Source: an optimization exercise on an open RTL-to-GDS flow (aim: small area and a short achievable clock period). Production flows keep margins and buffers that such runs may drop.
The RTL of this run was laid out without a check of its function.

==> design/flow/design.v <==
module zad4
(input clk,
 input aclr,
 input [9:0] SW,
 output [0:6] HEX3, HEX2, HEX1, HEX0,
 output reg [7:0] LEDR);
  reg [7:0] A, B;
  reg [9:0] PL;     
  reg [6:0] PH;     
  always @(*)
    if (SW[9] && !SW[8]) LEDR = A;
    else if (SW[8] && !SW[9]) LEDR = B;
    else LEDR = 8'b00000000;
  function [1:0] fa(input a, input b, input c);
    fa = {(a & b) | (c & (a ^ b)), a ^ b ^ c};
  endfunction
  function [1:0] ha(input a, input b);
    ha = {a & b, a ^ b};
  endfunction
  wire [15:0] M;
  wire w1, w2, w3, w4, w5, w6, w7, w8, w9, w10, w11, w12, w13, w14, w15, w16, w17, w18, w19, w20, w21, w22, w23, w24, w25, w26, w27, w28, w29, w30, w31, w32, w33, w34, w35, w36, w37, w38, w39, w40, w41, w42, w43, w44, w45, w46, w47, w48, w49, w50, w51, w52, w53, w54, w55, w56, w57, w58, w59, w60, w61, w62, w63, w64, w65, w66, w67, w68, w69, w70, w71, w72, w73, w74, w75, w76, w77, w78, w79, w80, w81, w82, w83, w84, w85, w86, w87, w88, w89, w90, w91, w92, w93, w94, w95, w96, w97, w98, w99, w100, w101, w102, w103, w104, w105, w106, w107, w108, w109, w110, w111, w112;
  assign {w2, w1} = ha((A[6] & B[0]), (A[5] & B[1]));
  assign {w4, w3} = fa((A[7] & B[0]), (A[6] & B[1]), (A[5] & B[2]));
  assign {w6, w5} = ha((A[4] & B[3]), (A[3] & B[4]));
  assign {w8, w7} = fa((A[7] & B[1]), (A[6] & B[2]), (A[5] & B[3]));
  assign {w10, w9} = ha((A[4] & B[4]), (A[3] & B[5]));
  assign {w12, w11} = fa((A[7] & B[2]), (A[6] & B[3]), (A[5] & B[4]));
  assign {w14, w13} = ha((A[4] & B[0]), (A[3] & B[1]));
  assign {w16, w15} = fa((A[5] & B[0]), (A[4] & B[1]), (A[3] & B[2]));
  assign {w18, w17} = ha((A[2] & B[3]), (A[1] & B[4]));
  assign {w20, w19} = fa(w1, (A[4] & B[2]), (A[3] & B[3]));
  assign {w22, w21} = fa((A[2] & B[4]), (A[1] & B[5]), (A[0] & B[6]));
  assign {w24, w23} = fa(w2, w3, w5);
  assign {w26, w25} = fa((A[2] & B[5]), (A[1] & B[6]), (A[0] & B[7]));
  assign {w28, w27} = fa(w4, w6, w7);
  assign {w30, w29} = fa(w9, (A[2] & B[6]), (A[1] & B[7]));
  assign {w32, w31} = fa(w8, w10, w11);
  assign {w34, w33} = fa((A[4] & B[5]), (A[3] & B[6]), (A[2] & B[7]));
  assign {w36, w35} = fa(w12, (A[7] & B[3]), (A[6] & B[4]));
  assign {w38, w37} = fa((A[5] & B[5]), (A[4] & B[6]), (A[3] & B[7]));
  assign {w40, w39} = fa((A[7] & B[4]), (A[6] & B[5]), (A[5] & B[6]));
  assign {w42, w41} = ha((A[3] & B[0]), (A[2] & B[1]));
  assign {w44, w43} = fa(w13, (A[2] & B[2]), (A[1] & B[3]));
  assign {w46, w45} = fa(w14, w15, w17);
  assign {w48, w47} = fa(w16, w18, w19);
  assign {w50, w49} = fa(w20, w22, w23);
  assign {w52, w51} = fa(w24, w26, w27);
  assign {w54, w53} = fa(w28, w30, w31);
  assign {w56, w55} = fa(w32, w34, w35);
  assign {w58, w57} = fa(w36, w38, w39);
  assign {w60, w59} = fa(w40, (A[7] & B[5]), (A[6] & B[6]));
  assign {w62, w61} = ha((A[2] & B[0]), (A[1] & B[1]));
  assign {w64, w63} = fa(w41, (A[1] & B[2]), (A[0] & B[3]));
  assign {w66, w65} = fa(w42, w43, (A[0] & B[4]));
  assign {w68, w67} = fa(w44, w45, (A[0] & B[5]));
  assign {w70, w69} = fa(w46, w47, w21);
  assign {w72, w71} = fa(w48, w49, w25);
  assign {w74, w73} = fa(w50, w51, w29);
  assign {w76, w75} = fa(w52, w53, w33);
  assign {w78, w77} = fa(w54, w55, w37);
  assign {w80, w79} = fa(w56, w57, (A[4] & B[7]));
  assign {w82, w81} = fa(w58, w59, (A[5] & B[7]));
  assign {w84, w83} = fa(w60, (A[7] & B[6]), (A[6] & B[7]));
  assign {w86, w85} = ha((A[1] & B[0]), (A[0] & B[1]));
  assign {w88, w87} = fa(w61, (A[0] & B[2]), w86);
  assign {w90, w89} = fa(w62, w63, w88);
  assign {w92, w91} = fa(w64, w65, w90);
  assign {w94, w93} = fa(w66, w67, w92);
  assign {w96, w95} = fa(w68, w69, w94);
  assign {w98, w97} = fa(w70, w71, w96);
  assign {w100, w99} = fa(w72, w73, w98);
  assign {w102, w101} = fa(w74, w75, w100);
  assign {w104, w103} = fa(w76, w77, w102);
  assign {w106, w105} = fa(w78, w79, w104);
  assign {w108, w107} = fa(w80, w81, w106);
  assign {w110, w109} = fa(w82, w83, w108);
  assign {w112, w111} = fa(w84, (A[7] & B[7]), w110);
  assign M = {w112, w111, w109, w107, w105, w103, w101, w99, w97, w95, w93, w91, w89, w87, w85, (A[0] & B[0])};
  function [3:0] dcell(input [3:0] x);
    dcell = {~((~x[1]) | (x[0] & x[2] & ~x[3]) | (~x[0] & x[3])),
             (x[1] & ~x[3]) | (~x[0] & ~x[1] & x[2]) | (x[0] & x[1]),
             (x[0] & ~x[3]) | (~x[0] & x[2]),
             ~((~x[0] & ~x[1]) | (~x[2]))};
  endfunction
  function [2:0] qbin(input [2:0] x);
    qbin = {(x[1] & ~x[2]),
            (x[2]),
            ~((~x[0]) | (x[1] & ~x[2]))};
  endfunction
  reg [7:0] hg;
  reg [3:0] h0, h1;
  reg [6:0] hd;
  integer m;
  always @(*) begin
    hg = 8'd0;
    for (m = 15; m >= 10; m = m - 1) begin
      h0 = dcell(hg[3:0]);
      h1 = dcell(hg[7:4]);
      hg = {h1[3:1], h0[0], h0[3:1], M[m]};
    end
    hd = hg[6:0];
  end
  always @(posedge clk, negedge aclr)
    if (~aclr) begin
      A <= 8'd0; B <= 8'd0; PL <= 10'd0; PH <= 7'd0;
    end else begin
      if (SW[9]) A <= SW[7:0];
      if (SW[8]) B <= SW[7:0];
      PL <= M[9:0];
      PH <= {hd[6:4], hd[3:0]};
    end
  reg [15:0] dg;
  reg [3:0] u0, u1, u2, u3;
  integer k;
  always @(*) begin
    dg = {8'd0, PH[6], PH};
    for (k = 9; k >= 0; k = k - 1) begin
      u0 = dcell(dg[3:0]);
      u1 = dcell(dg[7:4]);
      u2 = dcell(dg[11:8]);
      u3 = dcell(dg[15:12]);
      dg = {u3[3:1], u2[0], u2[3:1], u1[0], u1[3:1], u0[0], u0[3:1], PL[k]};
    end
  end
  assign HEX0 = {3'b000, qbin(dg[3:1]), dg[0]};
  assign HEX1 = {3'b000, qbin(dg[7:5]), dg[4]};
  assign HEX2 = {3'b000, qbin(dg[11:9]), dg[8]};
  assign HEX3 = {3'b000, qbin(dg[15:13]), dg[12]};
endmodule
==> design/flow/flow/run.sh <==
#!/bin/bash
# The standard ORFS layout with two changes:
#  - synthesis maps the logic with an area-oriented ABC script (flow/abc_area_map.script);
#    everything else in synthesis is synth_recipe.tcl unchanged;
#  - the port buffers are sky130_fd_sc_hd__buf_2 instead of the default delay buffer;
#  - the clock tree is built from clkbuf_4 with larger sink clusters and no dummy loads.
set -euo pipefail
here=$(pwd)
export BUFFER_PORTS_ARGS="-buffer_cell sky130_fd_sc_hd__buf_2"
export CTS_ARGS="-sink_clustering_enable -repair_clock_nets -dont_use_dummy_load -buf_list sky130_fd_sc_hd__clkbuf_4 -sink_clustering_size 32 -sink_clustering_max_diameter 200"
export MY_ABC_SCRIPT=$here/flow/abc_area_map.script
export FLOW_SYNTH_TCL=$here/synth_recipe.tcl
sed "s#SYNTH_SCRIPT=[^ ]*#SYNTH_SCRIPT=$here/flow/synth.tcl#" standard.sh > own_standard.sh
bash own_standard.sh > standard.log 2>&1
==> design/flow/flow/abc_area_map.script <==
strash
dch
amap
==> design/flow/flow/synth.tcl <==
# The standard synthesis (synth_recipe.tcl), with only the final ABC mapping
# run from the script in $MY_ABC_SCRIPT (area-oriented mapping).
proc abc {args} {
  set i [lsearch -exact $args -script]
  if {$i >= 0 && [info exists ::env(MY_ABC_SCRIPT)]} {
    lset args [expr {$i + 1}] $::env(MY_ABC_SCRIPT)
  }
  yosys abc {*}$args
}
source $::env(FLOW_SYNTH_TCL)
==> design/flow/standard.sh <==
#!/bin/bash
# synth_recipe.tcl (not shown) runs the flow's synth.tcl, then flattens the netlist and writes it again
# the make line also repeats each setting of config.mk as NAME=value (left out here)
make -C /OpenROAD-flow-scripts/flow DESIGN_CONFIG=/design/flow/config.mk WORK_HOME=/design/flow/orfs CLKGATE_MAP_FILE= SYNTH_SCRIPT=/design/flow/synth_recipe.tcl "${@:-finish}"
==> design/flow/config.mk <==
export PLATFORM = sky130hd
export DESIGN_NAME = zad4
export DESIGN_NICKNAME = zad4
export VERILOG_FILES = /design/flow/design.v
export SDC_FILE = /design/flow/constraint.sdc
export NUM_CORES = 4
export LEC_CHECK = 0
export ABC_AREA = 1
export CAP_MARGIN = 20
export CORE_MARGIN = 2
export CORE_UTILIZATION = 40
export SLEW_MARGIN = 20
==> design/flow/constraint.sdc <==
create_clock -name core_clock -period 18.0 [get_ports {clk}]
set_input_delay 3.6000 -clock core_clock [delete_from_list [all_inputs] [get_ports {clk}]]
set_output_delay 3.6000 -clock core_clock [all_outputs]
set_load 0.01 [all_outputs]
==> flow_metrics.tcl <==
set metrics [dict create \
    whs_ns 0.6888 \
    diodes 0 \
    grt-ovfl-total 0 \
    die_width_um 104.3 \
    required_ns 14.40 \
    initial_core_util_pct 41.14 \
    area_contributors_post_synth "sky130_fd_sc_hd__fa_1 24%, sky130_fd_sc_hd__dfrtp_1 21%, sky130_fd_sc_hd__nor2_1 11%, sky130_fd_sc_hd__clkinv_1 10%, sky130_fd_sc_hd__o21ai_0 6.1%" \
    yosys_register_bits 33 \
    worst_setup_path_start_kind "register" \
    post-synth-top-area-cell "sky130_fd_sc_hd__fa_1" \
    floorplan_die_area_mm2 0.01087 \
    antenna_violations_before_repair 0 \
    syn_inst 533 \
    clock_sinks 33 \
    avgSynthCellArea_um2 7.545 \
    grt_setup_unrepaired "false" \
    seq_area_um2 825.8 \
    most_common_cell_after_layout_fill_and_taps_aside "sky130_fd_sc_hd__nor2_1" \
    drt_wl_cell_um 11.20 \
    drt-pass1-iter-count 4 \
    layout.cells.most_common_list "120 x sky130_fd_sc_hd__nor2_1, 108 x sky130_fd_sc_hd__clkinv_1, 49 x sky130_fd_sc_hd__o21ai_0" \
    io_buffer_count 35 \
    clock-skew-final_ns 0.02698 \
    gr-usage-all-layers_pct 15.28 \
    netlist.area_leader.share_pct 23.90 \
    drt-total-wl_um 7884 \
    finalCritPeriodShare_pct 47.48 \
    drt_iter0_drc 150 \
    wire_length_of_the_first_global_routing_pass_um 14040 \
    cts_inserted_buffers 5 \
    synth_warnings 1 \
    placer_congestion_estimate 0.8278 \
    drive_above_1_share_pct 7.005 \
    area.growth.synth_to_final_pct 8.027 \
    finalWorstSetupSlack_ns 9.454 \
    slew_at_the_pin_closest_to_its_max_slew_limit_ns 0.7377 \
    peak_per_stage_delay_on_the_critical_path_ns 0.60 \
    hold_path_class "reg -> reg" \
    global_route.usage.met3_pct 2.381 \
    post_cts.repair.setup_buffers 0 \
    detailedPlacementHpwl_um 6392 \
    fin_nets 644 \
    yosys.cell_types.count 29 \
    grt_util_met1_pct 18.64 \
    critical_path_peak_fanout 5 \
    multi_input_area_mm2 0.002734 \
    timing.final.setup_violations 0 \
    global_route.peak_usage_layer "met2" \
    drc 0 \
    drtAntennaViolNets 0 \
    post_place_setup_slack_ns 9.804 \
    synth_sequential_area_ratio_pct 20.54 \
    num_io_pins 48 \
    cts_tree "done" \
    hold_viol 0 \
    cp_top_family "compound AO/OA/AOI/OAI gates" \
    slowest_stage "sky130_fd_sc_hd__o311ai_0" \
    post-route-min-period_ns 8.546 \
    post_cts.resized_instances 0 \
    post_synth_instance_area_mm2 0.004021 \
    worstSetupPathType "reg -> out" \
    setup.worst_path.end_class "output pin" \
    num-fill-cells 1026 \
    largest_net_degree_at_the_start_of_global_routing 34 \
    grt_use_met2_pct 27.92 \
    slew_headroom_pct 50.82 \
    cts_hold_repair.buffers 0 \
    row_count 36 \
    register_clock_pin_slew_on_the_reported_worst_setup_and_hold_paths_ns 0.11 \
    arrival_time_reported_for_the_critical_path_endpoint_ns 4.95 \
    routed-via-count 3570 \
    most_prevalent_standard_cell_on_the_critical_path "sky130_fd_sc_hd__nor2_1" \
    floorplan.core_area_mm2 0.009774 \
    fmaxAchievable_ghz 0.1170 \
    root_buffer "sky130_fd_sc_hd__clkbuf_4" \
    status "complete, no violations" \
    timing.final.max_slew_violations 0 \
    max_cap_violations 0 \
    design_area_mm2 0.004344 \
    dpl_cell_area_mm2 0.004307 \
    cp.buffers_inverters 4 \
    final.setup.tns_ns 0 \
    vias_per_cell 5.071 \
    clock_latency_ns 0.34 \
    clk_path_buf_depth 2 \
    cell_chain_critical_path "clkinv_1, o311ai_0, nor2_1, a311o_1, o21ai_0, o31ai_1, o21ai_0, clkinv_1, nor2_1, a21oi_1, or2_0, nor2_1, nor2_1, o31ai_1, clkinv_1, o21ai_0, nor2_1, nor2_1, nor2_1, a31oi_1, nor2_1, nor2_1, buf_2" \
    die_y_um 104.3 \
    first_global_vias 3383 \
    cts.htree.levels 2 \
]
-- final timing paths --
check                                  from               end  slack (ns)  depth (start not counted)
max                         PH[0]$_DFF_PN0_           HEX2[5]        9.45                         23
min                        B[0]$_DFFE_PN0P_   PL[0]$_DFF_PN0_        0.69                          2
max reg2reg                A[4]$_DFFE_PN0P_   PH[2]$_DFF_PN0_       10.63                         27
min reg2reg                B[0]$_DFFE_PN0P_   PL[0]$_DFF_PN0_        0.69                          2
max in group asynchronous              aclr   PL[8]$_DFF_PN0_       14.19                          1
min in group asynchronous              aclr  A[7]$_DFFE_PN0P_        3.32                          1
-- worst register-to-register path, cell delays in order (launching register included) --
cell                       delay, ns
sky130_fd_sc_hd__dfrtp_1        0.37
sky130_fd_sc_hd__clkinv_1       0.31
sky130_fd_sc_hd__nor2_1         0.20
sky130_fd_sc_hd__ha_1           0.27
sky130_fd_sc_hd__fa_1           0.51
sky130_fd_sc_hd__fa_1           0.52
sky130_fd_sc_hd__clkinv_1       0.08
sky130_fd_sc_hd__fa_1           0.41
sky130_fd_sc_hd__fa_1           0.40
sky130_fd_sc_hd__fa_1           0.39
sky130_fd_sc_hd__fa_1           0.40
sky130_fd_sc_hd__fa_1           0.43
sky130_fd_sc_hd__clkinv_1       0.07
sky130_fd_sc_hd__fa_1           0.17
sky130_fd_sc_hd__clkinv_1       0.08
sky130_fd_sc_hd__fa_1           0.42
sky130_fd_sc_hd__clkinv_1       0.07
sky130_fd_sc_hd__fa_1           0.17
sky130_fd_sc_hd__clkinv_1       0.08
sky130_fd_sc_hd__fa_1           0.42
sky130_fd_sc_hd__clkinv_1       0.06
sky130_fd_sc_hd__fa_1           0.17
sky130_fd_sc_hd__fa_1           0.47
sky130_fd_sc_hd__nand2_1        0.13
sky130_fd_sc_hd__o21a_1         0.16
sky130_fd_sc_hd__o21ai_0        0.11
sky130_fd_sc_hd__o21ai_0        0.23
sky130_fd_sc_hd__o31ai_1        0.12
-- stage by stage --
stage | util (%) | instances
floorplan | - | 544
global placement | 44.06 | 699
detailed placement | 44.06 | 699
CTS | 44.44 | 704
global route | 44.44 | 704
finish | 44.44 | 704
-- cells in the mapped netlist --
library cell and n:
sky130_fd_sc_hd__o21bai_1 8, sky130_fd_sc_hd__o21ai_0 49, sky130_fd_sc_hd__a31oi_1 8, sky130_fd_sc_hd__o21a_1 14, sky130_fd_sc_hd__dfrtp_1 33, sky130_fd_sc_hd__o221a_1 3
sky130_fd_sc_hd__conb_1 1, sky130_fd_sc_hd__fa_1 48, sky130_fd_sc_hd__a21boi_0 2, sky130_fd_sc_hd__or2_0 5, sky130_fd_sc_hd__and2_0 1, sky130_fd_sc_hd__nor2b_1 1
sky130_fd_sc_hd__a21o_1 1, sky130_fd_sc_hd__a211oi_1 1, sky130_fd_sc_hd__a311o_1 1, sky130_fd_sc_hd__o22ai_1 31, sky130_fd_sc_hd__a311oi_1 1, sky130_fd_sc_hd__ha_1 11
sky130_fd_sc_hd__o31ai_1 10, sky130_fd_sc_hd__nor3_1 1, sky130_fd_sc_hd__a21oi_1 12, sky130_fd_sc_hd__a22o_1 1, sky130_fd_sc_hd__nor2_1 120, sky130_fd_sc_hd__buf_4 13
sky130_fd_sc_hd__nand3_1 1, sky130_fd_sc_hd__o31a_1 4, sky130_fd_sc_hd__nand2_1 43, sky130_fd_sc_hd__o311ai_0 1, sky130_fd_sc_hd__clkinv_1 108
-- logic make-up (layout without fill, tap and decap cells) --
logic type | after synthesis | after routing | synth area share [%]
simple gates | 172 | 172 | 16.55
compound gates | 147 | 147 | 22.99
buf+inv | 121 | 148 | 12.51
fa+ha+maj | 59 | 59 | 27.32
flops | 33 | 33 | 20.54
other cells | 1 | 12 | 0.09325
-- cell type report --
type                    instances  area share (%)
clock buffers                   5          0.8641
inverters                     108           9.332
multi-input cells             390           62.93
flip-flops and latches         33           19.01
well taps                     133           3.831
repair buffers                 35           4.032
-- metal layers --
| metal | vias up | share of wire (%) |
|---|---|---|
| li1 | 1803 | - |
| met1 | 1673 | 46 |
| met2 | 84 | 48 |
| met3 | 10 | 4.2 |
| met4 | 0 | 1.5 |
| met5 | - | 0 |
-- sequential cells by signal, summed over array words and instances (netlist names) --
signal	cells
PL	10
A	8
B	8
PH	7

-- static timing again, ports no longer ideal --
The flow's constraints put no driver on any port. The routed layout listed below was extracted and timed again, unchanged, in two steps.
Step 1 sets driving cells, clkbuf_16 on the clock port and buf_2 on the other inputs (assumed; they add their load-dependent delay and slew).
Step 2 times the ports against the registers' clock, not the clock port: input delays grow and output delays shrink by t, the midpoint of the rising clock arrivals with the driver on.
Three values: ideal, step 1, step 2; two values: the first two.
t (ns): 0.350
setup WS [ns]: 9.454 / 9.426 / 9.770
worst hold slack (ns): 0.689 / 0.689 / 0.689
After both steps this run still meets setup and hold. The setup slack of this run moves by -0.028 ns with the drivers and by +0.316 ns with both steps.
